This is an optimization exercise on Yosys and OpenROAD, whose aim is small area and a short achievable clock period, not a production implementation. RTL that was checked went through simulation tests only; none was proved equivalent to the original. The RTL of runs 3 to 5 was laid out without a check of its function.

===== design/flow/design.v =====
module CS(clk, reset, X, Y);
	input clk, reset;
	input [7:0] X;
	output [9:0] Y;
	reg [7:0] X9;                    
	reg rq;                          
	reg [7:0] P1, P2, P3, P4, P5, P6, P7, P8;
	reg [10:0] T;                    
	reg [3:0] cnt;                   
	reg [9:0] Y;
	wire [9:0] Yn;                   
	always @(negedge clk) begin
		X9 <= X;
		rq <= reset;
	end
	wire [7:0] sub = (cnt[3] ? P1 : 8'd0);
	wire [10:0] Tn;
	wire [11:0] S;
	wire [10:0] Ta;
	radd #(11) u_s(T, {3'b000, X9}, 1'b0, S[10:0], S[11]);
	wire tc;
	radd #(11) u_t(S[10:0], {3'b111, ~sub}, 1'b1, Tn, tc);
	always @(posedge clk) begin
		P1 <= P2; P2 <= P3; P3 <= P4; P4 <= P5;
		P5 <= P6; P6 <= P7; P7 <= P8; P8 <= X9;
		if (rq) begin
			T <= 11'd0;
			cnt <= 4'd0;
		end else begin
			T <= Tn;
			if (cnt != 4'd9)
				cnt <= cnt + 4'd1;
		end
		Y <= Yn;
	end
	wire [5:0] s1 = S[11:6];
	wire [6:0] v;
	radd #(6) u_v(s1, S[5:0], 1'b0, v[5:0], v[6]);
	reg [3:0] q2;
	always @(*) begin
		if (v >= 7'd90) q2 = 4'd10;
		else if (v >= 7'd81) q2 = 4'd9;
		else if (v >= 7'd72) q2 = 4'd8;
		else if (v >= 7'd63) q2 = 4'd7;
		else if (v >= 7'd54) q2 = 4'd6;
		else if (v >= 7'd45) q2 = 4'd5;
		else if (v >= 7'd36) q2 = 4'd4;
		else if (v >= 7'd27) q2 = 4'd3;
		else if (v >= 7'd18) q2 = 4'd2;
		else if (v >= 7'd9) q2 = 4'd1;
		else q2 = 4'd0;
	end
	wire [6:0] dq;                   
	wire dqc;
	radd #(6) u_dq({2'b00, q2}, ~s1, 1'b1, dq[5:0], dqc);
	assign dq[6] = ~dqc;
	wire [7:0] avg;
	wire ac;
	assign avg[2:0] = dq[2:0];
	radd #(5) u_avg(s1[4:0], {dq[6], dq[6:3]}, 1'b0, avg[7:3], ac);
	wire [8:0] le;
	cmple u_c1(P1, avg, le[0]);
	cmple u_c2(P2, avg, le[1]);
	cmple u_c3(P3, avg, le[2]);
	cmple u_c4(P4, avg, le[3]);
	cmple u_c5(P5, avg, le[4]);
	cmple u_c6(P6, avg, le[5]);
	cmple u_c7(P7, avg, le[6]);
	cmple u_c8(P8, avg, le[7]);
	cmple u_c9(X9, avg, le[8]);
	wire [8:0] b7 = {X9[7], P8[7], P7[7], P6[7], P5[7], P4[7], P3[7], P2[7], P1[7]};
	wire [8:0] b6 = {X9[6], P8[6], P7[6], P6[6], P5[6], P4[6], P3[6], P2[6], P1[6]};
	wire [8:0] b5 = {X9[5], P8[5], P7[5], P6[5], P5[5], P4[5], P3[5], P2[5], P1[5]};
	wire [8:0] b4 = {X9[4], P8[4], P7[4], P6[4], P5[4], P4[4], P3[4], P2[4], P1[4]};
	wire [8:0] b3 = {X9[3], P8[3], P7[3], P6[3], P5[3], P4[3], P3[3], P2[3], P1[3]};
	wire [8:0] b2 = {X9[2], P8[2], P7[2], P6[2], P5[2], P4[2], P3[2], P2[2], P1[2]};
	wire [8:0] b1 = {X9[1], P8[1], P7[1], P6[1], P5[1], P4[1], P3[1], P2[1], P1[1]};
	wire [8:0] b0 = {X9[0], P8[0], P7[0], P6[0], P5[0], P4[0], P3[0], P2[0], P1[0]};
	wire [8:0] c7 = le;
	wire a7 = |(c7 & b7); wire [8:0] c6 = c7 & (b7 | {9{~a7}});
	wire a6 = |(c6 & b6); wire [8:0] c5 = c6 & (b6 | {9{~a6}});
	wire a5 = |(c5 & b5); wire [8:0] c4 = c5 & (b5 | {9{~a5}});
	wire a4 = |(c4 & b4); wire [8:0] c3 = c4 & (b4 | {9{~a4}});
	wire a3 = |(c3 & b3); wire [8:0] c2 = c3 & (b3 | {9{~a3}});
	wire a2 = |(c2 & b2); wire [8:0] c1 = c2 & (b2 | {9{~a2}});
	wire a1 = |(c1 & b1); wire [8:0] c0 = c1 & (b1 | {9{~a1}});
	wire a0 = |(c0 & b0);
	wire [7:0] appr = {a7, a6, a5, a4, a3, a2, a1, a0};
	wire [4:0] ah = appr[7:3];
	wire [2:0] al = appr[2:0];
	wire [9:0] W;
	wire [9:0] W1;                    
	wire w1c, wc;
	radd #(9) u_w1(S[11:3], {4'b0000, ah}, 1'b0, W1[8:0], w1c);
	assign W1[9] = w1c;
	radd #(7) u_w(W1[9:3], {2'b00, ah}, 1'b0, W[9:3], wc);
	assign W[2:0] = W1[2:0];
	wire [2:0] cbs;
	wire cb;
	radd #(3) u_cb(S[2:0], al, 1'b0, cbs, cb);
	wire [2:0] L;
	wire lc;
	radd #(3) u_l(W[2:0], al, cb, L, lc);
	wire [6:0] Winc = W[9:3] + 7'd1;
	assign Yn = {lc ? Winc : W[9:3], L};
endmodule
module radd #(parameter W = 8) (a, b, ci, s, co);
	input [W-1:0] a, b;
	input ci;
	output [W-1:0] s;
	output co;
	wire [W:0] c;
	assign c[0] = ci;
	genvar i;
	generate for (i = 0; i < W; i = i + 1) begin : f
		assign s[i] = a[i] ^ b[i] ^ c[i];
		assign c[i+1] = (a[i] & b[i]) | (a[i] & c[i]) | (b[i] & c[i]);
	end endgenerate
	assign co = c[W];
endmodule
module cmple(x, y, le);
	input [7:0] x, y;
	output le;
	wire [8:0] br;
	assign br[0] = 1'b0;
	genvar k;
	generate for (k = 0; k < 8; k = k + 1) begin : h
		assign br[k+1] = (~y[k] & x[k]) | (~y[k] & br[k]) | (x[k] & br[k]);
	end endgenerate
	assign le = ~br[8];
endmodule

===== design/flow/flow/run.sh =====
#!/bin/bash
# Own flow: the standard layout (standard.sh) with these changes:
# - synthesis maps the logic with an area-oriented ABC script (flow/area.abc)
#   and does not extract full/half adder cells; registers are mapped exactly
#   as in the standard synthesis (flow/synth.tcl);
# - ports are buffered with buf_1 and the clock tree uses clkbuf_4/clkbuf_8.
set -euo pipefail
here=$(pwd)
export OWN_ABC_SCRIPT=$here/flow/area.abc
bash standard.sh SYNTH_SCRIPT=$here/flow/synth.tcl ADDER_MAP_FILE= BUFFER_PORTS_ARGS="-buffer_cell sky130_fd_sc_hd__buf_1" CTS_BUF_LIST="sky130_fd_sc_hd__clkbuf_4 sky130_fd_sc_hd__clkbuf_8"  finish > $here/flow_make.log 2>&1

===== design/flow/flow/area.abc =====
strash
dch
amap
topo

===== design/flow/flow/synth.tcl =====
# Standard synthesis (synth_recipe.tcl) with one change: ABC maps with an
# area-oriented script (flow/area.abc) instead of ORFS's own.
proc synth {args} { yosys synth -nofsm -noshare {*}$args }
proc abc {args} {
  set i [lsearch -exact $args -script]
  if {$i >= 0} { lset args [expr {$i + 1}] $::env(OWN_ABC_SCRIPT) }
  yosys abc {*}$args
}
source $::env(SCRIPTS_DIR)/synth.tcl
# left out here: clear keep_hierarchy, flatten, clean up, hide names made inside functions, write 1_2_yosys.v

===== design/flow/standard.sh =====
#!/bin/bash
# synth_recipe.tcl (not shown) runs the flow's synth.tcl, then flattens the netlist and writes it again
# the make line also repeats each setting of config.mk as NAME=value (left out here)
make -C /OpenROAD-flow-scripts/flow DESIGN_CONFIG=/design/flow/config.mk WORK_HOME=/design/flow/orfs CLKGATE_MAP_FILE= SYNTH_SCRIPT=/design/flow/synth_recipe.tcl "${@:-finish}"

===== design/flow/config.mk =====
export PLATFORM = sky130hd
export DESIGN_NAME = CS
export DESIGN_NICKNAME = CS
export VERILOG_FILES = /design/flow/design.v
export SDC_FILE = /design/flow/constraint.sdc
export NUM_CORES = 4
export LEC_CHECK = 0
export CAP_MARGIN = 20
export CORE_MARGIN = 2
export CORE_UTILIZATION = 40
export SLEW_MARGIN = 20

===== design/flow/constraint.sdc =====
create_clock -name core_clock -period 70.0 [get_ports {clk}]
set_input_delay 14.0000 -clock core_clock [delete_from_list [all_inputs] [get_ports {clk}]]
set_output_delay 14.0000 -clock core_clock [all_outputs]
set_load 0.01 [all_outputs]

==> out/qor.yml, run 1 <==
synth_cell_types: 32
hold_violations: 0
grt-ovfl-total: 0
first_pass_iters: 7
cts_resized: 0
crit_type: "reg -> reg"
tightest_slew_ps: 1040
drtIter0Drc: 443
core_area_sq_um: 12600
rrSetupSlack_ps: 14030
numCtsBuffers: 9
cap_violations: 0
end_kind: "flip-flop"
post-route-util: 0.455
hp-start: "P5[4]"
dieWidth_um: 118
syn_inst: 739
setup_slack_ps: 14030
skew_ps: 30.2
drc: 0
whs_ps: 364
gp_congestion: 0.841
path_clk_slew_ps: 110
setup_viol: 0
critical_path.most_common_cell: "o21ai_0"
synth_async_sr_flop_share: 0
grt_pass1_wl_um: 23100
dr_total_vias: 5170
cts_max_level: 3
cts_tree: "done"
worstPathArrival_ps: 56300
synth_area_sq_um: 5170
grt_pass1_vias: 4857
ant_nets: 0
ys_seq_area_frac: 0.379
critical_path.top_delay_family: "compound AO/OA/AOI/OAI gates"
worstHoldEndpoint: "P4[4]"
slowest_stage: "o21ai_0"
synthToLayoutAreaGrowth_pct: 10.9
io_buffers: 19
final_common_cell: "nor2_1"
synth_enable_flop_cells: 0
syn_nets: 749
startpoint_type: "flip-flop"
reg2regPathDepth: 98
route.final.wire_length_um: 13700
initial_core_util: 0.410
hold_buffers: 0
hold_path_class: "reg -> reg"
syn-mean-instance-area_sq_um: 7.00
vias_per_cell: 5.39
clock-sinks: 98
layout-drive-gt1-share: 0.0279
relSlewSlack: 0.300
synth_ff_type: "dfxtp_1"
slew_violations: 0
critical_path_required_ps: 70330
status: "complete, no violations"
diodes: 0
fin_nets: 793
io_pins: 20
post_drt_wl_per_cell_um: 14.3
layout_common_cells: "142 x nor2_1, 111 x o21ai_0, 110 x clkinv_1"
path_buf_inv: 16
pre_cts_slack_ps: 13950
ys_ff_latch: 98
worstSkewPairLatency_ps: 420
antenna_found_initial: 0
dp_hpwl_um: 10900
grt_usage: 0.203
dieArea_sq_um: 13900
grt_start_max_net_pins: 19
fp.dieH_um: 118
reg2reg_to: "Y[8]"
path_depth: 98
min_path_cells: 0
timing.rr.start: "X9[0]"
yosys_warnings: 1
ctsRootBufferMaster: "clkbuf_8"
critPathMaxStageDelay_ps: 850
cts_setup_buffers: 0
row_count: 41
critPathMaxFanout: 12
rsz0062_at_grt: "false"
clock_path_buffers: 2
tns_ps: 0
how the worst max path moves through the flow:
stage,startpoint,endpoint,slack [ps]
global placement,X9[0],Y[8],14360
detailed placement,X9[0],Y[8],13950
floorplan,X9[0],Y[8],17520
global route,X9[0],Y[8],11340
finish,X9[0],Y[8],14030
CTS,X9[0],Y[8],13870
through the flow:
| step | instance area [sq um] | std cells |
|---|---|---|
| after floorplan | 5170 | 739 |
| after global routing | 5740 | 960 |
| final | 5740 | 960 |
| after CTS | 5730 | 959 |
| after global placement | 5510 | 935 |
| after detailed placement | 5510 | 935 |
cell families after synthesis:
family	Yosys count	share of synthesized area
compound gates	315	0.376
buf+inv	102	0.0740
simple gates	224	0.171
flops	98	0.379
sequential cells by signal (all words and copies together) (netlist names):
name / cells
P7: 8
Y: 10
rq: 1
P4: 8
P6: 8
P5: 8
P8: 8
T: 11
cnt: 4
X9: 8
P1: 8
P3: 8
P2: 8
metal layers:
metal	vias up	track usage	share of wire
li1	2749	-	-
met5	-	0	0
met1	2263	0.265	0.48
met2	132	0.331	0.45
met3	26	0.0426	0.048
met4	0	0.0761	0.022
worst register-to-register path: cells and delay by family (launching register included):
family	cells	cell delay (ps)
buffers and inverters	16	4020
flip-flops	1	390
AND/OR/NAND/NOR	23	3230
AO/OA/AOI/OAI	59	13230
synth_stat cells (2+ instances only):
cell type,instances,share of area
nor2_1,142,0.10
o21ai_0,113,0.11
clkinv_1,102,0.074
dfxtp_1,98,0.38
a21oi_1,80,0.077
nand2_1,59,0.043
o22ai_1,27,0.033
a222oi_1,17,0.033
o221ai_1,17,0.029
a211oi_1,16,0.023
o21a_1,12,0.017
a221oi_1,11,0.019
nor3_1,8,0.0077
nor2b_1,7,0.0085
a2111oi_0,4,0.0068
a22oi_1,3,0.0044
nand3_1,3,0.0029
o21bai_1,3,0.0044
a21o_1,2,0.0029
and2_0,2,0.0024
nor4_1,2,0.0024
cell type report:
class | count | area, sq um
Tap cell | 172 | 215
Multi-Input combinational cell | 539 | 2840
Inverter | 101 | 379
Sequential cell | 98 | 1960
Fill cell | 1331 | 6880
Clock buffer | 9 | 124
Clock inverter | 16 | 103
Timing Repair Buffer | 25 | 121
==> inputs of run 2 (changes only) <==
==> design/flow/flow/area.abc (replaced) <==
strash
ifraig
resub -K 8 -N 2
refactor -z
rewrite -z
dch -f
amap
topo
==> run 2 against run 1 <==
Still clean on timing, DRC and antenna; clock-buffer cell count is the same; core utilization increased by 0.60 points; clock skew shrank 0.52 ps; sequential share of layout area grew 0.97 points; area after synthesis decreased by 2.9%; critical path depth is 2 lower; highest routed layer unchanged.
==> out/qor.yml, run 2 <==
status: "complete, no violations"
relSlewSlack: 0.415
ys_seq_area_frac: 0.391
antenna_found_initial: 0
synth_cell_types: 29
ys_ff_latch: 98
hold_buffers: 0
min_path_cells: 0
route.final.wire_length_um: 13300
dp_hpwl_um: 10400
core_area_sq_um: 12100
setup_viol: 0
grt_usage: 0.206
hold_path_class: "reg -> reg"
fillers: 1271
syn-mean-instance-area_sq_um: 7.08
slowest_stage: "a21oi_1"
layout_common_cells: "122 x nor2_1, 98 x dfxtp_1, 97 x clkinv_1"
regArea_sq_um: 1960
largest-register: "T"
reg2reg_to: "Y[9]"
grt_start_max_net_pins: 19
fp.dieH_um: 116
syn_inst: 710
critPathMaxFanout: 14
critical_path.top_delay_family: "compound AO/OA/AOI/OAI gates"
startpoint_type: "flip-flop"
synth_ff_type: "dfxtp_1"
cts_setup_buffers: 0
ys_top_cells_by_count: "122 x nor2_1, 98 x dfxtp_1, 89 x clkinv_1"
crit_type: "reg -> reg"
io_buffers: 19
layout-drive-gt1-share: 0.0303
hp-start: "P3[0]"
worstHoldEndpoint: "P2[0]"
gp_congestion: 0.875
dieWidth_um: 116
post_drt_wl_per_cell_um: 14.3
final_common_cell: "nor2_1"
end_kind: "flip-flop"
io_pins: 20
worstSkewPairLatency_ps: 420
drc: 0
hold_violations: 0
ant_nets: 0
multiInputGateArea_sq_um: 2730
vias_per_cell: 5.39
critical_path.most_common_cell: "o21ai_0"
dieArea_sq_um: 13500
clock-sinks: 98
synth_top_cell_by_area: "dfxtp_1"
slew_violations: 0
netlist_top_cells_area: "dfxtp_1 39%, nor2_1 9.1%, o21ai_0 8.1%, a21oi_1 7.4%, clkinv_1 6.7%"
clock_path_buffers: 2
reg2regPathDepth: 96
startpoint: "X9[1]"
tns_ps: 0
path_buf_inv: 10
fin_nets: 765
path_clk_slew_ps: 100
grt_pass1_wl_um: 21800
ctsRootBufferMaster: "clkbuf_8"
grt-ovfl-total: 0
worstPathArrival_ps: 53720
tightest_slew_ps: 878
drtIter0Drc: 365
cap_violations: 0
timing.rr.start: "X9[1]"
cts_max_level: 3
skew_ps: 29.6
cts_tree: "done"
rrSetupSlack_ps: 16570
yosysMostFrequentCell: "nor2_1"
critPathMaxStageDelay_ps: 670
critical_path_required_ps: 70290
yosys_warnings: 1
place_inst: 902
cts_resized: 0
synth_enable_flop_cells: 0
diodes: 0
row_count: 40
synth_async_sr_flop_share: 0
grt_pass1_vias: 4596
use_met1: 0.271
first_pass_iters: 5
rsz0062_at_grt: "false"
synth_top_area_frac: 0.391
initial_core_util: 0.415
stdcell_count: 928
dr_total_vias: 5003
syn_nets: 720
reg_top3: "T (11), Y (10)"
grtUsageMet3: 0.0523
grt_busiest_layer: "met2"
use_met2: 0.336
synth_area_sq_um: 5020
synthToLayoutAreaGrowth_pct: 11.1
numCtsBuffers: 9
largest_reg_flops: 11
[run 2: cell types whose count changed after synthesis, sizes merged, moves of 13 or more]
cell	change
a222oi	-14
nor2	-20
o21ai	-32
a22oi	+21
nand2	+26
clkinv	-13
[run 2: routing by layer]
metal | share of wire | up-vias
li1 | - | 2624
met1 | 0.49 | 2235
met2 | 0.45 | 130
met3 | 0.049 | 14
met4 | 0.013 | 0
met5 | 0 | -
[run 2: metrics by stage]
step	setup WS (ps)	util	hold slack, ps	area [sq um]
after floorplan	19870	-	338	5020
after global placement	17030	0.441	346	5340
after detailed placement	16590	0.441	346	5340
after CTS	16530	0.460	362	5570
after global routing	14280	0.461	364	5580
final	16570	0.461	361	5580
[run 2: final cells by class]
type	count	share of cell area
Timing Repair Buffer	26	0.0222
Clock inverter	16	0.0186
Inverter	88	0.0592
Multi-Input combinational cell	523	0.489
Tap cell	168	0.0377
Clock buffer	9	0.0222
Sequential cell	98	0.351
[run 2: worst max-delay path by stage]
| stage | to | slack [ps] | cells after the start |
|---|---|---|---|
| floorplan | Y[8] | 19870 | 88 |
| global placement | Y[8] | 17030 | 94 |
| detailed placement | Y[8] | 16590 | 93 |
| CTS | Y[8] | 16530 | 93 |
| global route | Y[8] | 14280 | 96 |
| finish | Y[9] | 16570 | 96 |
[run 2: cells by family (layout without fill, tap and decap cells)]
group	after synthesis	in the layout	synth area share
simple gates	239	239	0.193
compound gates	284	284	0.350
buf+inv	89	139	0.0665
flops	98	98	0.391
==> inputs of run 3 (changes only) <==
--- a/design/flow/design.v
+++ b/design/flow/design.v
@@ -51,12 +51,10 @@
 		else q2 = 4'd0;
 	end
-	wire [6:0] dq;                   
-	wire dqc;
-	radd #(6) u_dq({2'b00, q2}, ~s1, 1'b1, dq[5:0], dqc);
-	assign dq[6] = ~dqc;
+	wire [7:0] s7;                   
+	wire s7c;
+	radd #(8) u_s7({s1[4:0], 3'b000}, {2'b11, ~s1}, 1'b1, s7, s7c);
 	wire [7:0] avg;
 	wire ac;
-	assign avg[2:0] = dq[2:0];
-	radd #(5) u_avg(s1[4:0], {dq[6], dq[6:3]}, 1'b0, avg[7:3], ac);
+	radd #(8) u_avg(s7, {4'b0000, q2}, 1'b0, avg, ac);
 	wire [8:0] le;
 	cmple u_c1(P1, avg, le[0]);
==> run 3 against run 2 <==
Non-clock buffer count is 1 higher; sequential cell count unchanged; synthesized cell count up 5.4%; area after synthesis grew 3.2%; sequential share of layout area shrank 1.0 points; clock-buffer cell count unchanged; critical endpoint unchanged; largest cell class unchanged.
==> out/qor.yml, run 3 <==
status: "complete, no violations"
grt_start_max_net_pins: 19
dieArea_sq_um: 13900
clock_path_buffers: 2
grt_usage: 0.204
grt_pass1_wl_um: 23000
worstSkewPairLatency_ps: 410
synth_cell_types: 35
slew_violations: 0
reg2regPathDepth: 103
synthToLayoutAreaGrowth_pct: 10.9
setup_slack_ps: 14120
critical_path.top_delay_family: "compound AO/OA/AOI/OAI gates"
io_buffers: 19
numCtsBuffers: 9
initial_core_util: 0.411
synth_ff_type: "dfxtp_1"
antenna_found_initial: 0
gp_congestion: 0.877
yosysMostFrequentCell: "nor2_1"
critical_path_required_ps: 70270
synth_top_cell_by_area: "dfxtp_1"
startpoint_type: "flip-flop"
setup_viol: 0
largest-register: "T"
cts_tree: "done"
dp_hpwl_um: 10900
reg_top3: "T (11), Y (10)"
row_count: 41
grt_pass1_vias: 5013
first_pass_iters: 5
drtIter0Drc: 296
critPathMaxStageDelay_ps: 690
io_pins: 20
hold_buffers: 0
ys_ff_latch: 98
syn-mean-instance-area_sq_um: 6.93
slowest_stage: "a211oi_1"
ys_top_cells_by_count: "127 x nor2_1, 113 x o21ai_0, 100 x clkinv_1"
hold_violations: 0
synth_enable_flop_cells: 0
stdcell_count: 971
ys_seq_area_frac: 0.378
critical_path.most_common_cell: "o21ai_0"
whs_ps: 358
layout_common_cells: "127 x nor2_1, 111 x o21ai_0, 108 x clkinv_1"
clock-sinks: 98
fin_nets: 804
worstPathArrival_ps: 56160
crit_type: "reg -> reg"
path_depth: 103
cts_setup_buffers: 0
core_area_sq_um: 12600
vias_per_cell: 5.49
skew_ps: 34.8
end_kind: "flip-flop"
synth_top_area_frac: 0.378
pre_cts_slack_ps: 14510
post_drt_wl_per_cell_um: 14.1
min_path_cells: 0
route.final.wire_length_um: 13700
syn_nets: 758
post-route-util: 0.456
tightest_slew_ps: 850
yosys_warnings: 1
final_common_cell: "nor2_1"
synth_async_sr_flop_share: 0
dieWidth_um: 118
path_buf_inv: 17
diodes: 0
cts_max_level: 3
critPathMaxFanout: 11
tns_ps: 0
cap_violations: 0
syn_inst: 748
ant_nets: 0
netlist_top_cells_area: "dfxtp_1 38%, o21ai_0 11%, nor2_1 9.2%, a21oi_1 7.8%, clkinv_1 7.2%"
relSlewSlack: 0.427
path_clk_slew_ps: 100
dr_total_vias: 5329
fp.dieH_um: 118
grt-ovfl-total: 0
ctsRootBufferMaster: "clkbuf_8"
place_inst: 947
drc: 0
synth_area_sq_um: 5180
layout-drive-gt1-share: 0.0313
largest_reg_flops: 11
cts_resized: 0
hold_path_class: "reg -> reg"
rsz0062_at_grt: "false"
[run 3: cell count changes after synthesis, sizes merged, moves of 5 or more]
cell,before,now
and3,9,1
o21ai,81,113
a211oi,11,4
a21oi,74,81
clkinv,89,100
nor2,122,127
nand2,85,78
[run 3: cells by family (layout without fill, tap and decap cells)]
logic type	count (synthesis)	in the layout	share of synthesized area
flops	98	98	0.378
buf+inv	100	151	0.0724
compound gates	321	321	0.375
simple gates	229	229	0.174
[run 3: layout make-up]
class                   count  area [sq um]
clock buffers               9           124
clock inverters            16          96.3
fillers                  1331          6870
inverters                  99           372
multi-input cells         550          2850
flip-flops and latches     98          1960
well taps                 172           215
repair buffers             27           129
[run 3: stage by stage]
| stage | instance area [sq um] |
|---|---|
| 3_5_place_dp | 5530 |
| 3_3_place_gp | 5530 |
| 4_1_cts | 5750 |
| 6_report | 5750 |
| 5_1_grt | 5750 |
| 2_1_floorplan | 5180 |
[run 3: path summary, 6_finish.rpt]
| path | start | endpoint | slack, ps |
|---|---|---|---|
| max | X9[1] | Y[9] | 14120 |
| max reg2reg | X9[1] | Y[9] | 14120 |
| min | P8[6] | P7[6] | 360 |
| min reg2reg | P8[6] | P7[6] | 360 |
[run 3: routing by layer]
metal	global-route usage	vias up	wire length, um	part of all wire
met2	0.333	121	6280	0.46
met3	0.0417	28	587	0.043
li1	-	2768	-	-
met1	0.261	2412	6460	0.47
met4	0.0889	0	403	0.029
met5	0	-	0	0
==> inputs of run 4 (changes only) <==
==> design/flow/flow/area.abc (replaced) <==
strash
ifraig
resub -K 8 -N 2
refactor -z
rewrite -z
&get -n
&deepsyn -T 60
&put
dch -f
amap
topo
==> run 4 against run 3 <==
Area after synthesis fell by 4.2%; cell count fell by 6.1%; worst setup slack got worse by 160 ps; highest routed layer unchanged.
==> out/qor.yml, run 4 <==
diodes: 0
reg2regPathDepth: 111
hold_violations: 0
dieArea_sq_um: 13300
cap_violations: 0
synth_top_area_frac: 0.395
rrSetupSlack_ps: 13960
first_pass_iters: 5
rsz0062_at_grt: "false"
crit_type: "reg -> reg"
setup_viol: 0
end_kind: "flip-flop"
slew_violations: 0
ys_seq_area_frac: 0.395
critical_path.top_delay_family: "compound AO/OA/AOI/OAI gates"
cts_setup_buffers: 0
synth_ff_type: "dfxtp_1"
synth_enable_flop_cells: 0
ant_nets: 0
worstHoldEndpoint: "P6[0]"
synthToLayoutAreaGrowth_pct: 11.0
slowest_stage: "nor2_1"
clock_path_buffers: 2
hold_path_class: "reg -> reg"
largest_reg_flops: 11
dieWidth_um: 115
skew_ps: 31.3
tightest_slew_ps: 921
io_pins: 20
hp-start: "P7[0]"
status: "complete, no violations"
layout_common_cells: "112 x nor2_1, 103 x clkinv_1, 98 x dfxtp_1"
dp_hpwl_um: 10800
numCtsBuffers: 9
syn_nets: 705
final_common_cell: "nor2_1"
layout-drive-gt1-share: 0.0296
grt-ovfl-total: 0
grt_usage: 0.213
row_count: 40
antenna_found_initial: 0
cts_resized: 0
core_area_sq_um: 12100
drtIter0Drc: 410
fillers: 1252
critPathMaxFanout: 13
syn-mean-instance-area_sq_um: 7.15
cts_max_level: 3
syn_inst: 695
netlist_top_cells_area: "dfxtp_1 39%, o21ai_0 9.9%, nor2_1 8.5%, clkinv_1 7.2%, a21oi_1 5.8%"
ctsRootBufferMaster: "clkbuf_8"
dr_total_vias: 4995
clock-sinks: 98
synth_async_sr_flop_share: 0
startpoint_type: "flip-flop"
grt_pass1_wl_um: 22200
synth_area_sq_um: 4970
vias_per_cell: 5.48
synth_top_cell_by_area: "dfxtp_1"
drc: 0
reg2reg_to: "Y[7]"
io_buffers: 19
critical_path_required_ps: 70330
reg_top3: "T (11), Y (10)"
tns_ps: 0
min_path_cells: 0
post_drt_wl_per_cell_um: 14.9
largest-register: "T"
yosysMostFrequentCell: "nor2_1"
fp.dieH_um: 115
ys_top_cells_by_count: "112 x nor2_1, 98 x dfxtp_1, 98 x o21ai_0"
grt_pass1_vias: 4577
worstSkewPairLatency_ps: 420
route.final.wire_length_um: 13600
synth_cell_types: 32
fin_nets: 749
hold_buffers: 0
critical_path.most_common_cell: "nand2_1"
yosys_warnings: 1
critPathMaxStageDelay_ps: 560
ys_ff_latch: 98
cts_tree: "done"
grt_start_max_net_pins: 17
timing.rr.start: "X9[1]"
initial_core_util: 0.412
path_clk_slew_ps: 100
path_buf_inv: 13
worstPathArrival_ps: 56370
gp_congestion: 0.939
relSlewSlack: 0.379
[run 4: cell count changes after synthesis, sizes merged, moves of 4 or more]
| cell | delta |
|---|---|
| o21ai | -15 |
| a21oi | -23 |
| clkinv | -5 |
| nor2 | -15 |
| nand2 | -7 |
| nor3 | +6 |
| o22ai | +4 |
| o211ai | -4 |
| a21boi | -4 |
[run 4: worst max path at each step]
stage	from	end	slack, ps	depth (start not counted)
CTS	X9[1]	Y[7]	14420	111
floorplan	X9[1]	Y[7]	19040	109
detailed placement	X9[1]	Y[7]	14510	111
finish	X9[1]	Y[7]	13960	111
global route	X9[1]	Y[7]	11630	113
global placement	X9[1]	Y[7]	14880	113
[run 4: cells by family after synthesis]
kind of cell	Yosys count	share of synthesized area
AO/OA/AOI/OAI	286	0.357
flip-flops	98	0.395
AND/OR/NAND/NOR	216	0.176
buffers and inverters	95	0.0718
[run 4: per-stage QoR]
| step | setup WS (ps) | util | hold slack (ps) | instances | cell area [sq um] |
|---|---|---|---|---|---|
| finish | 13960 | 0.457 | 359 | 912 | 5510 |
| CTS | 14420 | 0.457 | 362 | 911 | 5510 |
| floorplan | 19040 | - | 338 | 695 | 4970 |
| global placement | 14880 | 0.438 | 349 | 887 | 5290 |
| global route | 11630 | 0.457 | 372 | 912 | 5510 |
| detailed placement | 14510 | 0.438 | 345 | 887 | 5290 |
[run 4: worst reg2reg max path: cells and delay by family (launching register included)]
kind,cells,cell delay [ps]
AO/OA/AOI/OAI,53,10860
flip-flops,1,420
buffers and inverters,13,2770
AND/OR/NAND/NOR,45,6890
[run 4: metal layers]
layer | track usage | share of wire | up-vias
met3 | 0.0481 | 0.054 | 22
met5 | 0 | 0 | -
li1 | - | - | 2581
met2 | 0.336 | 0.45 | 132
met4 | 0.0884 | 0.023 | 0
met1 | 0.283 | 0.47 | 2260
[run 4: layout make-up]
class,count,area (sq um),share of cell area
Clock buffer,9,124,0.0225
Multi-Input combinational cell,502,2650,0.481
Tap cell,168,210,0.0381
Inverter,94,353,0.0640
Clock inverter,16,101,0.0184
Sequential cell,98,1960,0.356
Timing Repair Buffer,25,114,0.0206
==> inputs of run 5 (changes only) <==
==> design/flow/flow/area.abc (replaced) <==
strash
ifraig
resub -K 8 -N 2
refactor -z
rewrite -z
amap
topo
==> run 5 against run 4 <==
Still clean on timing, DRC and antenna; register-to-register slack gained 1100 ps; clock skew grew 10 ps; sequential cell count is the same; via count grew 3.5%; area after synthesis grew 6.0%; highest routed layer unchanged.
==> out/qor.yml, run 5 <==
status: "complete, no violations"
fin_nets: 795
syn_nets: 750
ys_seq_area_frac: 0.372
cts_tree: "done"
grt_pass1_wl_um: 23600
cap_violations: 0
slew_violations: 0
synth_enable_flop_cells: 0
largest-register: "T"
grt-ovfl-total: 0
place_inst: 938
cts_max_level: 3
slowest_stage: "a21oi_1"
muxShareOfSynthArea: 0
drc: 0
use_met1: 0.272
critical_path_required_ps: 70280
io_buffers: 19
use_met2: 0.344
cts_setup_buffers: 0
design_area_sq_um: 5870
path_buf_inv: 13
reg_top3: "T (11), Y (10)"
end_kind: "flip-flop"
largest_reg_flops: 11
syn-mean-instance-area_sq_um: 7.12
dieWidth_um: 119
rrSetupSlack_ps: 15010
layout_common_cells: "141 x o21ai_0, 107 x nand2_1, 98 x dfxtp_1"
critical_path.most_common_cell: "o21ai_0"
tightest_slew_ps: 952
critical_path.top_delay_family: "compound AO/OA/AOI/OAI gates"
antenna_found_initial: 0
relSlewSlack: 0.359
rsz0062_at_grt: "false"
cts_resized: 0
grtUsageMet3: 0.0468
worstSkewPairLatency_ps: 420
synth_async_sr_flop_share: 0
grt_usage: 0.208
ctsRootBufferMaster: "clkbuf_8"
numCtsBuffers: 9
placed_area_sq_um: 5610
setup_viol: 0
synth_top_area_frac: 0.372
skew_ps: 41.3
grt_busiest_layer: "met2"
gp_congestion: 0.882
vias_per_cell: 5.37
tns_ps: 0
stdcell_count: 962
crit_type: "reg -> reg"
route.final.wire_length_um: 13900
synth_top_family_by_area: "compound AO/OA/AOI/OAI gates"
first_pass_iters: 5
cp-endpoint: "Y[4]"
clock-sinks: 98
critPathMaxStageDelay_ps: 560
dieArea_sq_um: 14100
core_area_sq_um: 12700
synth_xor_area_frac: 0.00333
post_drt_wl_per_cell_um: 14.4
layout-drive-gt1-share: 0.0316
synth_area_sq_um: 5270
clock_path_buffers: 2
timing.rr.start: "X9[1]"
critPathMaxFanout: 12
yosys_warnings: 1
worstPathArrival_ps: 55270
startpoint: "X9[1]"
hold_violations: 0
reg2reg_to: "Y[4]"
row_count: 41
synthToLayoutAreaGrowth_pct: 11.4
fp.dieH_um: 119
startpoint_type: "flip-flop"
fillers: 1343
hold_buffers: 0
initial_core_util: 0.414
synth_ff_type: "dfxtp_1"
reg2regPathDepth: 102
dr_total_vias: 5168
yosysMostFrequentCell: "o21ai_0"
io_pins: 20
synth_cell_types: 34
drtIter0Drc: 359
final_common_cell: "o21ai_0"
yosys.area_share.simple: 0.157
grt_pass1_vias: 4837
synth_compound_gate_area_share: 0.407
dp_hpwl_um: 11100
netlist_top_cells_area: "dfxtp_1 37%, o21ai_0 13%, nand2_1 7.6%, o21a_1 6.4%, clkinv_1 6.1%"
ys_top_cells_by_count: "141 x o21ai_0, 107 x nand2_1, 98 x dfxtp_1"
ys_ff_latch: 98
synthAdderAreaFrac: 0
syn_inst: 740
path_clk_slew_ps: 110
diodes: 0
path_depth: 102
hold_path_class: "reg -> reg"
synth_top_cell_by_area: "dfxtp_1"
grt_start_max_net_pins: 19
ant_nets: 0
run 5: stage by stage:
step | hold slack (ps) | worst slack (ps) | util
2_1_floorplan | 338 | 19060 | -
3_3_place_gp | 349 | 15920 | 0.441
3_5_place_dp | 345 | 15270 | 0.441
4_1_cts | 359 | 15200 | 0.461
5_1_grt | 364 | 12260 | 0.461
6_report | 355 | 15010 | 0.461
run 5: cell families after synthesis:
logic type / count (synthesis)
flops: 98
xor+xnor: 2
buf+inv: 85
simple gates: 208
compound gates: 347
run 5: final cells by class:
cell class / instances / area, sq um / share of cell area
Multi-Input combinational cell: 557 / 3000 / 0.510
Sequential cell: 98 / 1960 / 0.334
Inverter: 84 / 315 / 0.0537
Tap cell: 172 / 215 / 0.0367
Clock inverter: 16 / 135 / 0.0230
Clock buffer: 9 / 124 / 0.0211
Timing Repair Buffer: 26 / 124 / 0.0211
run 5: how the worst min path moves through the flow:
| stage | start | end | slack [ps] | cells after the start |
|---|---|---|---|---|
| 5_1_grt | P6[7] | P5[7] | 360 | 0 |
| 4_1_cts | P2[0] | P1[0] | 360 | 0 |
| 3_3_place_gp | P6[7] | P5[7] | 350 | 0 |
| 6_report | P2[0] | P1[0] | 360 | 0 |
| 3_5_place_dp | P6[7] | P5[7] | 340 | 0 |
| 2_1_floorplan | P4[7] | P3[7] | 340 | 0 |
run 5: per-layer routing:
metal,routed length [um],vias to the layer above
li1,-,2744
met1,6640,2274
met2,6380,132
met3,720,18
met4,159,0
met5,0,-
==> inputs of run 6 (changes only) <==
--- a/design/flow/design.v
+++ b/design/flow/design.v
@@ -51,10 +51,12 @@
 		else q2 = 4'd0;
 	end
-	wire [7:0] s7;                   
-	wire s7c;
-	radd #(8) u_s7({s1[4:0], 3'b000}, {2'b11, ~s1}, 1'b1, s7, s7c);
+	wire [6:0] dq;                   
+	wire dqc;
+	radd #(6) u_dq({2'b00, q2}, ~s1, 1'b1, dq[5:0], dqc);
+	assign dq[6] = ~dqc;
 	wire [7:0] avg;
 	wire ac;
-	radd #(8) u_avg(s7, {4'b0000, q2}, 1'b0, avg, ac);
+	assign avg[2:0] = dq[2:0];
+	radd #(5) u_avg(s1[4:0], {dq[6], dq[6:3]}, 1'b0, avg[7:3], ac);
 	wire [8:0] le;
 	cmple u_c1(P1, avg, le[0]);
--- a/design/flow/flow/run.sh
+++ b/design/flow/flow/run.sh
@@ -8,3 +8,3 @@
 here=$(pwd)
 export OWN_ABC_SCRIPT=$here/flow/area.abc
-bash standard.sh SYNTH_SCRIPT=$here/flow/synth.tcl ADDER_MAP_FILE= BUFFER_PORTS_ARGS="-buffer_cell sky130_fd_sc_hd__buf_1" CTS_BUF_LIST="sky130_fd_sc_hd__clkbuf_4 sky130_fd_sc_hd__clkbuf_8"  finish > $here/flow_make.log 2>&1
+bash standard.sh SYNTH_SCRIPT=$here/flow/synth.tcl ADDER_MAP_FILE= BUFFER_PORTS_ARGS="-buffer_cell sky130_fd_sc_hd__buf_1" CTS_BUF_LIST="sky130_fd_sc_hd__clkbuf_4 sky130_fd_sc_hd__clkbuf_8" CTS_CLUSTER_SIZE=30 CTS_CLUSTER_DIAMETER=100 finish > $here/flow_make.log 2>&1
==> design/flow/flow/area.abc (replaced) <==
strash
ifraig
resub -K 8 -N 2
refactor -z
rewrite -z
dch -f
amap
topo
==> run 6 against run 5 <==
Critical path depth decreased by 6; sequential share of layout area rose by 1.7 points; worst hold slack better by 6.0 ps.
==> out/qor.yml, run 6 <==
cap_violations: 0
vias_per_cell: 5.39
rrSetupSlack_ps: 16570
hold_path_class: "reg -> reg"
fp.dieH_um: 116
tightest_slew_ps: 878
skew_ps: 29.6
synth_cell_types: 29
drc: 0
worstSkewPairLatency_ps: 420
initial_core_util: 0.415
grt_pass1_vias: 4596
final_common_cell: "nor2_1"
dieArea_sq_um: 13500
grt_pass1_wl_um: 21800
grt_busiest_layer: "met2"
ys_seq_area_frac: 0.391
synth_ff_type: "dfxtp_1"
critical_path.most_common_cell: "o21ai_0"
synth_top_area_frac: 0.391
grt_usage: 0.206
diodes: 0
io_buffers: 19
grt_start_max_net_pins: 19
layout-drive-gt1-share: 0.0303
clock_path_buffers: 2
slowest_stage: "a21oi_1"
fin_nets: 765
yosysMostFrequentCell: "nor2_1"
ys_ff_latch: 98
reg_top3: "T (11), Y (10)"
first_pass_iters: 5
regArea_sq_um: 1960
synth_async_sr_flop_share: 0
design_area_sq_um: 5580
use_met2: 0.336
core_area_sq_um: 12100
row_count: 40
clock-sinks: 98
synthToLayoutAreaGrowth_pct: 11.1
min_path_cells: 0
startpoint_type: "flip-flop"
crit_type: "reg -> reg"
grtUsageMet3: 0.0523
syn-mean-instance-area_sq_um: 7.08
timing.rr.start: "X9[1]"
dieWidth_um: 116
reg2reg_to: "Y[9]"
route.final.wire_length_um: 13300
rsz0062_at_grt: "false"
status: "complete, no violations"
whs_ps: 361
use_met1: 0.271
gp_congestion: 0.875
ant_nets: 0
ctsRootBufferMaster: "clkbuf_8"
ys_top_cells_by_count: "122 x nor2_1, 98 x dfxtp_1, 89 x clkinv_1"
yosys_warnings: 1
grt-ovfl-total: 0
syn_inst: 710
reg2regPathDepth: 96
dr_total_vias: 5003
drtIter0Drc: 365
synth_enable_flop_cells: 0
dp_hpwl_um: 10400
critPathMaxFanout: 14
largest_reg_flops: 11
setup_viol: 0
critical_path_required_ps: 70290
worstPathArrival_ps: 53720
cts_setup_buffers: 0
critPathMaxStageDelay_ps: 670
synth_area_sq_um: 5020
path_clk_slew_ps: 100
antenna_found_initial: 0
synth_top_cell_by_area: "dfxtp_1"
layout_common_cells: "122 x nor2_1, 98 x dfxtp_1, 97 x clkinv_1"
tns_ps: 0
post_drt_wl_per_cell_um: 14.3
slew_violations: 0
netlist_top_cells_area: "dfxtp_1 39%, nor2_1 9.1%, o21ai_0 8.1%, a21oi_1 7.4%, clkinv_1 6.7%"
end_kind: "flip-flop"
placed_area_sq_um: 5340
hold_buffers: 0
cts_tree: "done"
worstHoldEndpoint: "P2[0]"
io_pins: 20
numCtsBuffers: 9
fillers: 1271
syn_nets: 720
relSlewSlack: 0.415
hold_violations: 0
hp-start: "P3[0]"
multiInputGateArea_sq_um: 2730
cts_max_level: 3
cts_resized: 0
largest-register: "T"
run 6: cell count changes after synthesis, moves of 9 or more:
| cell | previous run | this run |
|---|---|---|
| o211ai_1 | 14 | 3 |
| o21ai_0 | 141 | 81 |
| o21a_1 | 45 | 23 |
| and3_1 | 0 | 9 |
| a21oi_1 | 44 | 74 |
| nand2_1 | 107 | 85 |
| nor2_1 | 80 | 122 |
| a21boi_0 | 26 | 6 |
run 6: final cells by class:
cell class                      count  area share
Clock buffer                        9      0.0222
Clock inverter                     16      0.0186
Inverter                           88      0.0592
Multi-Input combinational cell    523       0.489
Sequential cell                    98       0.351
Tap cell                          168      0.0377
Timing Repair Buffer               26      0.0222
run 6: cells by family after synthesis:
group / count (synthesis) / synth area share
AO/OA/AOI/OAI: 284 / 0.350
buffers and inverters: 89 / 0.0665
flip-flops: 98 / 0.391
AND/OR/NAND/NOR: 239 / 0.193
run 6: metal layers:
metal / wire, um / up-vias
met5: 0 / -
met4: 170 / 0
met3: 647 / 14
met2: 5920 / 130
met1: 6520 / 2235
li1: - / 2624
run 6: worst max-delay path by stage:
stage	end	slack (ps)	start	depth (start not counted)
floorplan	Y[8]	19870	X9[1]	88
CTS	Y[8]	16530	X9[1]	93
global placement	Y[8]	17030	X9[1]	94
global route	Y[8]	14280	X9[1]	96
finish	Y[9]	16570	X9[1]	96
detailed placement	Y[8]	16590	X9[1]	93
run 6: worst max-delay path, delay by kind of cell, from the launching register on:
family / cells / cell delay, ps
buf+inv: 10 / 2330
flops: 1 / 360
compound gates: 51 / 10170
simple gates: 35 / 5440
run 6: per-stage QoR:
step	worst slack (ps)	instances	util
global route	14280	928	0.461
CTS	16530	926	0.460
finish	16570	928	0.461
detailed placement	16590	902	0.441
global placement	17030	902	0.441
floorplan	19870	710	-
==> inputs of run 7 (changes only) <==
--- a/design/flow/flow/run.sh
+++ b/design/flow/flow/run.sh
@@ -8,3 +8,3 @@
 here=$(pwd)
 export OWN_ABC_SCRIPT=$here/flow/area.abc
-bash standard.sh SYNTH_SCRIPT=$here/flow/synth.tcl ADDER_MAP_FILE= BUFFER_PORTS_ARGS="-buffer_cell sky130_fd_sc_hd__buf_1" CTS_BUF_LIST="sky130_fd_sc_hd__clkbuf_4 sky130_fd_sc_hd__clkbuf_8" CTS_CLUSTER_SIZE=30 CTS_CLUSTER_DIAMETER=100 finish > $here/flow_make.log 2>&1
+bash standard.sh SYNTH_SCRIPT=$here/flow/synth.tcl ADDER_MAP_FILE= BUFFER_PORTS_ARGS="-buffer_cell sky130_fd_sc_hd__buf_1" CTS_BUF_LIST="sky130_fd_sc_hd__clkbuf_4 sky130_fd_sc_hd__clkbuf_8" CORE_UTILIZATION=65 SLEW_MARGIN=0 CAP_MARGIN=0 finish > $here/flow_make.log 2>&1
==> run 7 against run 6 <==
Synthesized cell count stayed put; register-to-register slack worse by 590 ps; non-clock buffer count is 3 lower; critical path depth is 2 lower; worst setup slack worse by 590 ps; sequential share of layout area is 0.42 points higher; highest routed layer unchanged; area after synthesis stayed put.
==> out/qor.yml, run 7 <==
status: "complete, no violations"
largest-register: "T"
cts_max_level: 3
layout_common_cells: "122 x nor2_1, 98 x dfxtp_1, 97 x clkinv_1"
critical_path.most_common_cell: "o21ai_0"
core_area_sq_um: 7610
first_pass_iters: 5
yosys_warnings: 1
drc: 0
dp_hpwl_um: 9970
highest_layer: "met4"
route.final.wire_length_um: 13100
crit_type: "reg -> reg"
dr_total_vias: 5209
grt-ovfl-total: 0
gp_congestion: 0.953
synthToLayoutAreaGrowth_pct: 9.79
initial_core_util: 0.660
fp.dieH_um: 91.9
wl_met2_um: 6260
post_drt_wl_per_cell_um: 15.3
clock-sinks: 98
regArea_sq_um: 1960
ys_seq_area_frac: 0.391
ctsRootBufferMaster: "clkbuf_8"
ys_ff_latch: 98
slowest_stage: "o211ai_1"
ant_nets: 0
wl_met1_um: 5660
worstSkewPairLatency_ps: 400
whs_ps: 361
grt_pass1_vias: 4778
synth_cell_types: 29
grt_start_max_net_pins: 19
io_buffers: 19
path_buf_inv: 7
dieArea_sq_um: 8450
cts_resized: 0
netlist_top_cells_area: "dfxtp_1 39%, nor2_1 9.1%, o21ai_0 8.1%, a21oi_1 7.4%, clkinv_1 6.7%"
setup_viol: 0
grt_pass1_wl_um: 21800
clock_path_buffers: 2
synth_top_area_frac: 0.391
cts_setup_buffers: 0
critical_path_required_ps: 70270
slew_violations: 0
hold_path_class: "reg -> reg"
reg_top3: "T (11), Y (10)"
cts_tree: "done"
worstPathArrival_ps: 54290
largest_reg_flops: 11
drtIter0Drc: 380
syn_inst: 710
end_kind: "flip-flop"
numCtsBuffers: 9
rrSetupSlack_ps: 15980
final_common_cell: "nor2_1"
path_clk_slew_ps: 110
rsz0062_at_grt: "false"
fillers: 633
io_pins: 20
multiInputGateArea_sq_um: 2730
startpoint_type: "flip-flop"
dieWidth_um: 91.9
fin_nets: 762
layout-drive-gt1-share: 0.0264
row_count: 32
ys_top_cells_by_count: "122 x nor2_1, 98 x dfxtp_1, 89 x clkinv_1"
vias_per_cell: 6.06
critPathMaxFanout: 14
synth_ff_type: "dfxtp_1"
skew_ps: 44.0
syn_nets: 720
diodes: 0
yosysMostFrequentCell: "nor2_1"
synth_enable_flop_cells: 0
grt_usage: 0.317
hold_buffers: 0
hold_violations: 0
synth_async_sr_flop_share: 0
tightest_slew_ps: 1240
synth_top_cell_by_area: "dfxtp_1"
antenna_found_initial: 0
tns_ps: 0
critPathMaxStageDelay_ps: 940
cap_violations: 0
synth_area_sq_um: 5020
critical_path.top_delay_family: "compound AO/OA/AOI/OAI gates"
route.met3.wl_um: 931
relSlewSlack: 0.166
syn-mean-instance-area_sq_um: 7.08
run 7: cell types whose count changed in the layout (fill, tap and decap cells not counted):
cell        delta
buf_4          -3
clkinv_4       +1
inv_8          -2
a21boi_1       -1
o21ai_0        +1
o21ai_1        -1
bufinv_16      +2
clkinvlp_4     -1
a21boi_0       +1
run 7: cell type report:
cell class                      count  share of cell area
Sequential cell                    98               0.356
Timing Repair Buffer               23              0.0184
Multi-Input combinational cell    523               0.495
Tap cell                          102              0.0231
Clock buffer                        9              0.0225
Inverter                           88              0.0599
Clock inverter                     16              0.0259
run 7: worst reg2reg max path, delay by kind of cell, from the launching register on:
kind,cells,cell delay [ps]
flip-flops,1,320
buffers and inverters,7,1360
AND/OR/NAND/NOR,36,6200
AO/OA/AOI/OAI,51,11010
run 7: worst paths after layout:
kind / startpoint / to / cells after the start
min reg2reg: P8[0] / P7[0] / 0
min: P8[0] / P7[0] / 0
max reg2reg: X9[1] / Y[8] / 94
max: X9[1] / Y[8] / 94
run 7: routing by layer:
metal / GRT usage / vias to the layer above
li1: - / 2626
met1: 0.401 / 2326
met2: 0.543 / 222
met3: 0.0542 / 35
met4: 0.119 / 0
met5: 0 / -
run 7: stage by stage:
stage | instance area [sq um] | setup WS, ps | std cells | utilization
after floorplan | 5020 | 19870 | 710 | -
after global placement | 5250 | 17440 | 835 | 0.690
after detailed placement | 5250 | 16630 | 835 | 0.690
after CTS | 5520 | 16600 | 859 | 0.725
after global routing | 5520 | 13740 | 859 | 0.725
final | 5520 | 15980 | 859 | 0.725
run 7: logic make-up after synthesis:
| family | share of synthesized area |
|---|---|
| AO/OA/AOI/OAI | 0.350 |
| AND/OR/NAND/NOR | 0.193 |
| buffers and inverters | 0.0665 |
| flip-flops | 0.391 |
==> inputs of run 8 (changes only) <==
--- a/design/flow/flow/run.sh
+++ b/design/flow/flow/run.sh
@@ -8,3 +8,3 @@
 here=$(pwd)
 export OWN_ABC_SCRIPT=$here/flow/area.abc
-bash standard.sh SYNTH_SCRIPT=$here/flow/synth.tcl ADDER_MAP_FILE= BUFFER_PORTS_ARGS="-buffer_cell sky130_fd_sc_hd__buf_1" CTS_BUF_LIST="sky130_fd_sc_hd__clkbuf_4 sky130_fd_sc_hd__clkbuf_8" CORE_UTILIZATION=65 SLEW_MARGIN=0 CAP_MARGIN=0 finish > $here/flow_make.log 2>&1
+bash standard.sh SYNTH_SCRIPT=$here/flow/synth.tcl ADDER_MAP_FILE= BUFFER_PORTS_ARGS="-buffer_cell sky130_fd_sc_hd__buf_1" CTS_BUF_LIST="sky130_fd_sc_hd__clkbuf_4 sky130_fd_sc_hd__clkbuf_8" SETUP_SLACK_MARGIN=17 finish > $here/flow_make.log 2>&1
==> run 8 against run 7 <==
Still clean on timing, DRC and antenna; wire length increased by 5.1%; worst setup slack improved by 2800 ps; synthesized cell count unchanged; sequential share of layout area decreased by 1.8 points.
==> out/qor.yml, run 8 <==
ys_ff_latch: 98
startpoint_type: "flip-flop"
slowest_stage: "nor4_4"
dp_hpwl_um: 10400
whs_ps: 362
critical_path.top_delay_family: "compound AO/OA/AOI/OAI gates"
cts_tree: "done"
dieArea_sq_um: 13500
cap_violations: 0
core_area_sq_um: 12100
synthToLayoutAreaGrowth_pct: 15.6
worstSkewPairLatency_ps: 420
vias_per_cell: 5.46
synth_top_cell_by_area: "dfxtp_1"
hold_violations: 0
synthAdderAreaFrac: 0
synth_ff_type: "dfxtp_1"
critical_path_required_ps: 70300
status: "complete, no violations"
ant_nets: 0
post-route-util: 0.480
netlist_top_cells_area: "dfxtp_1 39%, nor2_1 9.1%, o21ai_0 8.1%, a21oi_1 7.4%, clkinv_1 6.7%"
dr_total_vias: 5146
critPathMaxFanout: 12
ctsRootBufferMaster: "clkbuf_8"
slew_violations: 0
diodes: 0
largest_reg_flops: 11
synth_enable_flop_cells: 0
antenna_found_initial: 0
drtIter0Drc: 361
path_clk_slew_ps: 100
grt_start_max_net_pins: 19
tns_ps: 0
fillers: 1273
synth_async_sr_flop_share: 0
hold_path_class: "reg -> reg"
syn_nets: 720
yosysMostFrequentCell: "nor2_1"
skew_ps: 30.9
synth_area_sq_um: 5020
syn_inst: 710
route.final.wire_length_um: 13800
io_buffers: 19
syn-mean-instance-area_sq_um: 7.08
path_buf_inv: 11
post_drt_wl_per_cell_um: 14.6
end_kind: "flip-flop"
first_pass_iters: 5
io_pins: 20
synth_compound_gate_area_share: 0.350
ys_top_cells_by_count: "122 x nor2_1, 98 x dfxtp_1, 89 x clkinv_1"
yosys.area_share.simple: 0.193
critical_path.most_common_cell: "o21ai_0"
grt_pass1_wl_um: 21900
gp_congestion: 0.875
tightest_slew_ps: 804
drc: 0
row_count: 40
synth_cell_types: 29
synth_top_area_frac: 0.391
layout_common_cells: "120 x nor2_1, 98 x dfxtp_1, 93 x clkinv_1"
critPathMaxStageDelay_ps: 380
design_area_sq_um: 5810
fin_nets: 779
worstPathArrival_ps: 51570
layout-drive-gt1-share: 0.0736
dieWidth_um: 116
clock-sinks: 98
relSlewSlack: 0.458
muxShareOfSynthArea: 0
setup_viol: 0
crit_type: "reg -> reg"
largest-register: "T"
grt_pass1_vias: 4618
reg_top3: "T (11), Y (10)"
fp.dieH_um: 116
numCtsBuffers: 9
cts_max_level: 3
grt_usage: 0.207
synth_xor_area_frac: 0
synth_top_family_by_area: "compound AO/OA/AOI/OAI gates"
clock_path_buffers: 2
yosys_warnings: 1
initial_core_util: 0.415
final_common_cell: "nor2_1"
grt-ovfl-total: 0
ys_seq_area_frac: 0.391
placed_area_sq_um: 5340
rsz0062_at_grt: "false"
[run 8: cell counts after synthesis]
No cell type changed its count.
[run 8: logic make-up after synthesis]
group,after synthesis
flip-flops,98
AO/OA/AOI/OAI,284
buffers and inverters,89
AND/OR/NAND/NOR,239
[run 8: area by class of cell]
class | instances | area, sq um | area share
clock inverters | 16 | 104 | 0.0179
multi-input cells | 525 | 2850 | 0.490
well taps | 168 | 210 | 0.0362
flip-flops and latches | 98 | 1960 | 0.338
repair inverters | 1 | 5.00 | 0.000862
inverters | 88 | 352 | 0.0605
clock buffers | 9 | 124 | 0.0213
repair buffers | 37 | 206 | 0.0355
[run 8: what timing repair did]
action	4_1_cts	5_1_grt
hold buffers	0	0
setup buffers	2	10
setup endpoints to repair	5	10
resized for setup	2	37
pin swaps	1	8
gates cloned	0	3
[run 8: path summary, 6_finish.rpt]
path | from | end | slack, ps | depth (start not counted)
max | X9[1] | Y[8] | 18740 | 98
min | P3[0] | P2[0] | 360 | 0
max reg2reg | X9[1] | Y[8] | 18740 | 98
min reg2reg | P3[0] | P2[0] | 360 | 0
[run 8: per-stage QoR]
| stage | std cells | worst slack [ps] |
|---|---|---|
| after floorplan | 710 | 19870 |
| after global placement | 902 | 17030 |
| after detailed placement | 902 | 16590 |
| after CTS | 928 | 17100 |
| after global routing | 942 | 16880 |
| final | 942 | 18740 |
[run 8: routing by layer]
| metal | wire (um) | part of all wire | GRT usage | vias up |
|---|---|---|---|---|
| met4 | 125 | 0.0091 | 0.0579 | 0 |
| met2 | 6340 | 0.46 | 0.338 | 138 |
| met3 | 601 | 0.044 | 0.0523 | 10 |
| met1 | 6710 | 0.49 | 0.271 | 2329 |
| li1 | - | - | - | 2669 |
| met5 | 0 | 0 | 0 | - |
==> inputs of run 9 (changes only) <==
--- a/design/flow/flow/run.sh
+++ b/design/flow/flow/run.sh
@@ -8,3 +8,3 @@
 here=$(pwd)
 export OWN_ABC_SCRIPT=$here/flow/area.abc
-bash standard.sh SYNTH_SCRIPT=$here/flow/synth.tcl ADDER_MAP_FILE= BUFFER_PORTS_ARGS="-buffer_cell sky130_fd_sc_hd__buf_1" CTS_BUF_LIST="sky130_fd_sc_hd__clkbuf_4 sky130_fd_sc_hd__clkbuf_8" SETUP_SLACK_MARGIN=17 finish > $here/flow_make.log 2>&1
+bash standard.sh SYNTH_SCRIPT=$here/flow/synth.tcl ADDER_MAP_FILE= BUFFER_PORTS_ARGS="-buffer_cell sky130_fd_sc_hd__buf_1" CTS_BUF_LIST="sky130_fd_sc_hd__clkbuf_4 sky130_fd_sc_hd__clkbuf_8" SETUP_SLACK_MARGIN=18.5 finish > $here/flow_make.log 2>&1
==> run 9 against run 8 <==
Clock skew about the same; critical path type unchanged; global-route usage grew 0.16 points; still clean; sequential cell count is the same; sequential share of layout area decreased by 2.4 points; critical endpoint is now Y[9]; register-to-register slack improved by 910 ps; worst setup slack gained 910 ps; via count increased by 3.1%; largest cell class unchanged; die area unchanged.
==> out/qor.yml, run 9 <==
status: "complete, no violations"
post_drt_wl_per_cell_um: 15.2
design_area_sq_um: 6260
critical_path_required_ps: 70300
grt_pass1_vias: 4664
final_common_cell: "nor2_1"
critical_path.most_common_cell: "nand2_1"
antenna_found_initial: 0
syn-mean-instance-area_sq_um: 7.08
largest_reg_flops: 11
hold_violations: 0
synth_top_area_frac: 0.391
crit_type: "reg -> reg"
synth_area_sq_um: 5020
dr_total_vias: 5306
syn_nets: 720
ctsRootBufferMaster: "clkbuf_8"
ys_ff_latch: 98
clock_path_buffers: 2
hold_path_class: "reg -> reg"
core_area_sq_um: 12100
clock-sinks: 98
syn_inst: 710
skew_ps: 31.0
numCtsBuffers: 9
grt_pass1_wl_um: 22100
layout_common_cells: "118 x nor2_1, 97 x dfxtp_1, 89 x clkinv_1"
relSlewSlack: 0.331
end_kind: "flip-flop"
tightest_slew_ps: 996
fp.dieH_um: 116
dieWidth_um: 116
synth_ff_type: "dfxtp_1"
gp_congestion: 0.875
startpoint_type: "flip-flop"
dieArea_sq_um: 13500
fillers: 1235
path_clk_slew_ps: 110
setup_viol: 0
synth_cell_types: 29
synth_top_cell_by_area: "dfxtp_1"
grt-ovfl-total: 0
drtIter0Drc: 414
critPathMaxStageDelay_ps: 350
grt_usage: 0.208
synthToLayoutAreaGrowth_pct: 24.5
ys_seq_area_frac: 0.391
route.final.wire_length_um: 14700
yosysMostFrequentCell: "nor2_1"
largest-register: "T"
drc: 0
initial_core_util: 0.415
row_count: 40
vias_per_cell: 5.49
io_buffers: 19
hold_buffers: 0
slew_violations: 0
cts_max_level: 3
rsz0062_at_grt: "false"
diodes: 0
reg_top3: "T (11), Y (10)"
grt_start_max_net_pins: 19
cap_violations: 0
first_pass_iters: 5
cts_tree: "done"
ant_nets: 0
place_inst: 902
worstPathArrival_ps: 50650
stdcell_count: 966
dp_hpwl_um: 10400
tns_ps: 0
placed_area_sq_um: 5340
yosys_warnings: 1
synth_async_sr_flop_share: 0
slowest_stage: "dfxtp_2"
io_pins: 20
ys_top_cells_by_count: "122 x nor2_1, 98 x dfxtp_1, 89 x clkinv_1"
fin_nets: 803
critPathMaxFanout: 10
worstSkewPairLatency_ps: 430
netlist_top_cells_area: "dfxtp_1 39%, nor2_1 9.1%, o21ai_0 8.1%, a21oi_1 7.4%, clkinv_1 6.7%"
synth_enable_flop_cells: 0
layout-drive-gt1-share: 0.165
[run 9: cell counts after synthesis]
Identical to the previous run, type by type.
[run 9: path summary, 6_finish.rpt]
| check | endpoint | start | cells after the start | slack [ps] |
|---|---|---|---|---|
| hold reg to reg | P2[0] | P3[0] | 0 | 360 |
| hold / removal | P2[0] | P3[0] | 0 | 360 |
| setup reg to reg | Y[9] | X9[1] | 98 | 19650 |
| setup / recovery | Y[9] | X9[1] | 98 | 19650 |
[run 9: cells by family after synthesis]
| group | share of synthesized area |
|---|---|
| compound gates | 0.350 |
| simple gates | 0.193 |
| flops | 0.391 |
| buf+inv | 0.0665 |
[run 9: worst max-delay path: cells and delay by family, from the launching register on]
| family | cells | cell delay [ps] |
|---|---|---|
| AO/OA/AOI/OAI | 49 | 7900 |
| AND/OR/NAND/NOR | 39 | 5390 |
| buffers and inverters | 10 | 1510 |
| flip-flops | 1 | 350 |
[run 9: cell type report]
type	instances	area (sq um)	area share
clock buffer	9	124	0.0198
clock inverter	16	104	0.0166
inverter	88	343	0.0548
multi-input combinational	527	3140	0.501
sequential	98	1960	0.314
tap	168	210	0.0336
timing repair buffer	58	364	0.0582
timing repair inverter	2	12.5	0.00200
[run 9: metrics by stage]
step / utilization / hold slack [ps] / setup WS (ps)
floorplan: - / 338 / 19870
global placement: 0.441 / 346 / 17030
detailed placement: 0.441 / 346 / 16590
CTS: 0.468 / 362 / 18520
global route: 0.517 / 362 / 18310
finish: 0.517 / 361 / 19650
[run 9: per-layer routing]
| layer | track usage | part of all wire | routed length (um) | vias up |
|---|---|---|---|---|
| li1 | - | - | - | 2719 |
| met1 | 0.273 | 0.46 | 6830 | 2415 |
| met3 | 0.0523 | 0.052 | 759 | 19 |
| met2 | 0.342 | 0.47 | 6890 | 153 |
| met5 | 0 | 0 | 0 | - |
| met4 | 0.0579 | 0.017 | 248 | 0 |
[run 9: what timing repair did]
action | CTS | global route
buffers inserted | 9 | 25
cloned | 0 | 6
gates resized for setup | 13 | 107
endpoints found under the setup margin | 10 | 10
pin swaps | 3 | 23
